What follows belongs to an exercise in optimizing a design on an open flow for small area, a short achievable clock period and few clock cycles per item; a production flow would make more cautious choices. In this exercise RTL edits were held to simulation tests only and were not proved equivalent to the original.

Design normalizer, start of the top module:
module normalizer #(
    parameter CNT = 64,
    parameter N = 6
)
(
    input clk,
    input rst_n,
    input [31:0] data_in,
    input start_en,
    input data_in_valid,
    output process_end_flag,
    output [31:0] data_out,
    output data_out_valid
);
localparam SI = 3;                  
localparam SK = 2;                  
localparam NI = (25 - SI + SK - 1) / SK;  
localparam RW = SI + NI * SK;       
localparam DK = 2;                  
localparam ND = (25 + DK - 1) / DK;  
function automatic [63:0] padd64(input [63:0] a, input [63:0] b, input cin);
    reg [63:0] g, p, g2, p2, c;
    integer k, l;
    begin
        g = a & b;
        p = a | b;
        g[0] = g[0] | (p[0] & cin);
        for (l = 0; l < 6; l = l + 1) begin
            for (k = 0; k < 64; k = k + 1)
                if ((k >> l) & 1) begin
                    g[k] = g[k] | (p[k] & g[((k >> l) << l) - 1]);
                    p[k] = p[k] & p[((k >> l) << l) - 1];
                end
        end
        c = {g[62:0], cin};
        padd64 = (a ^ c) ^ b;
    end
endfunction
function automatic [6:0] lzc64(input [63:0] x);
    reg [447:0] c;
    reg [63:0] v;
    integer i, l;
    begin
        c = 448'd0;
        v = x;
        for (l = 0; l < 6; l = l + 1) begin
            for (i = 0; i < 32; i = i + 1) begin
                if (i < (32 >> l)) begin
                    c[i*7 +: 7] = v[2*i+1] ? c[(2*i+1)*7 +: 7] : (c[(2*i)*7 +: 7] | (7'd1 << l));
                    v[i] = v[2*i+1] | v[2*i];
                end
            end
        end
        lzc64 = v[0] ? c[6:0] : 7'd64;
    end
endfunction
  ...
Size in the first run: about 18000 cells after synthesis, about 70 I/O pins, ~170000 um^2 of cells after synthesis.
Settings: LEC_CHECK=0, ABC_AREA=1, CAP_MARGIN=20, CORE_MARGIN=2, CORE_UTILIZATION=40, CTS_CLUSTER_DIAMETER=100, CTS_CLUSTER_SIZE=20, SLEW_MARGIN=20; clock period 20.0 ns.
standard.sh (not shown) runs the stock make flow with config.mk's settings and CLKGATE_MAP_FILE= SYNTH_SCRIPT=/design/flow/synth_recipe.tcl, a recipe that flattens the netlist after the stock synthesis.
==> flow/flow/run.sh <==
#!/bin/bash
# The standard layout (standard.sh: the standard flow's synthesis, floorplan, placement,
# CTS, routing), with ORFS timing repair asked to keep a setup slack margin,
# so that the layout is sized for a period below the constraint's.
# The constraint (constraint.sdc) is not changed. Gate cloning is left off:
# it left overloaded nets behind in an earlier run.
export SETUP_SLACK_MARGIN=14
export SKIP_GATE_CLONING=1
{
  echo "run.sh: SETUP_SLACK_MARGIN=$SETUP_SLACK_MARGIN SKIP_GATE_CLONING=$SKIP_GATE_CLONING"
} > run_info.log 2>&1
bash standard.sh > standard_flow.log 2>&1
status=$?
echo "standard.sh exit $status" >> run_info.log
exit $status
The starting point completed with no timing, DRC or antenna violations.
Testbench counts at the start, summed over its fixed seeds: cycles 20,616, batches 128.
Edit:
==> flow/run.sh (new file) <==
#!/bin/bash
# synth_recipe.tcl (not shown) runs the flow's synth.tcl, then flattens the netlist and writes it again
# the make line also repeats each setting of config.mk as NAME=value (left out here)
make -C /OpenROAD-flow-scripts/flow DESIGN_CONFIG=/design/flow/config.mk WORK_HOME=/design/flow/orfs CLKGATE_MAP_FILE= SYNTH_SCRIPT=/design/flow/synth_recipe.tcl finish
--- a/flow/config.mk
+++ b/flow/config.mk
@@ -10,5 +10,3 @@
 export CORE_MARGIN = 2
 export CORE_UTILIZATION = 40
-export CTS_CLUSTER_DIAMETER = 100
-export CTS_CLUSTER_SIZE = 20
 export SLEW_MARGIN = 20
removed: flow/flow/run.sh
removed: flow/standard.sh
Result:
- global-route usage goes up by 0.22 points
- synthesized cell count is unchanged
- core utilization goes up by 1.5 points
- final cell count goes up by about 1.4%
- setup slack degrades by 0.15 ns
Edit:
==> flow/flow/run.sh (new file) <==
#!/bin/bash
# The standard layout (standard.sh: the standard flow's synthesis, floorplan, placement,
# CTS, routing), with ORFS timing repair asked to keep a setup slack margin,
# so that the layout is sized for a period below the constraint's.
# The constraint (constraint.sdc) is not changed. Gate cloning is left off:
# it left overloaded nets behind in an earlier run.
export SETUP_SLACK_MARGIN=14
export SKIP_GATE_CLONING=1
{
  echo "run.sh: SETUP_SLACK_MARGIN=$SETUP_SLACK_MARGIN SKIP_GATE_CLONING=$SKIP_GATE_CLONING"
} > run_info.log 2>&1
bash standard.sh > standard_flow.log 2>&1
status=$?
echo "standard.sh exit $status" >> run_info.log
exit $status
==> flow/standard.sh (new file) <==
#!/bin/bash
# synth_recipe.tcl (not shown) runs the flow's synth.tcl, then flattens the netlist and writes it again
# the make line also repeats each setting of config.mk as NAME=value (left out here)
make -C /OpenROAD-flow-scripts/flow DESIGN_CONFIG=/design/flow/config.mk WORK_HOME=/design/flow/orfs CLKGATE_MAP_FILE= SYNTH_SCRIPT=/design/flow/synth_recipe.tcl "${@:-finish}"
removed: flow/run.sh
Synthesized area does not change.
Core utilization hardly moves.
Critical path depth came out lower by 26.
Count of clock-buffer cells in the layout is unchanged.
Hold slack stays flat.

========
normalizer, a different RTL version from the one above (not shown whole).
Size in the first run: about 17000 cells after synthesis, roughly 3400 flip-flops, roughly 70 I/O pins, ~0.16 sq mm of cells after synthesis.
Design normalizer, start of the top module:
module normalizer #(
    parameter CNT = 64,
    parameter N = 6
)
(
    input clk,
    input rst_n,
    input [31:0] data_in,
    input start_en,
    input data_in_valid,
    output process_end_flag,
    output [31:0] data_out,
    output data_out_valid
);
export LEC_CHECK = 0
export ABC_AREA = 1
export CAP_MARGIN = 20
export CORE_MARGIN = 2
export CORE_UTILIZATION = 40
export CTS_BUF_LIST = sky130_fd_sc_hd__clkbuf_8
export SLEW_MARGIN = 20
create_clock -name core_clock -period 20.0 [get_ports {clk}]
run.sh (not shown) runs the stock make flow with config.mk's settings and CLKGATE_MAP_FILE= SYNTH_SCRIPT=/design/flow/synth_recipe.tcl, a recipe that flattens the netlist after the stock synthesis.
Stock flow here: none of the scripts above is used.
The starting point went through all stages and came out clean.
Testbench counts at the start, summed over its fixed seeds: cycles 20,616, batches 128.
==> next run, changes <==
- CTS_BUF_LIST: sky130_fd_sc_hd__clkbuf_8 -> default
Result: Via count shrinks by 1.1%; count of clock-buffer cells in the layout went down by 176; maximum frequency drops by 2.8%; critical path depth is unchanged; final area is higher by 0.43%; synthesized cell count stays the same; worst setup slack degrades by 200 ps; sequential share of layout area came out lower by 0.21 points; synthesized area is unchanged; cell count decreases by 1.7%.

-- afterwards: timing with drivers on the ports --
No port has a modelled driver above. Below, the same layouts with a new extraction and two added sets of constraints.
Step 1 assumes that a clkbuf_16 drives the clock port and a buf_2 every other input.
Step 2 moves the port delays by t, midway between the first and last clock arrival at a register: inputs arrive t later, outputs are due t later. That takes back most of the time a late clock gives input paths.
a / b / c = ideal ports / drivers / drivers and shift; a / b = the first two.
run | shift t [ns] | slack for setup (ns) | worst data-port slew with drivers (ns)
the first run of note 1 | 1.013 | 14.173 / 14.070 / 14.542 | 0.03
the second run of note 1 | 1.003 | 14.021 / 14.021 / 14.021 | 0.03
the third run of note 1 | 1.002 | 14.191 / 14.090 / 14.540 | 0.03
the first run of note 2 | 1.224 | 12.946 / 12.946 / 12.946 | 0.07
the second run of note 2 | 1.031 | 12.746 / 12.746 / 12.746 | 0.07
After both steps setup and hold are still met in every run listed.
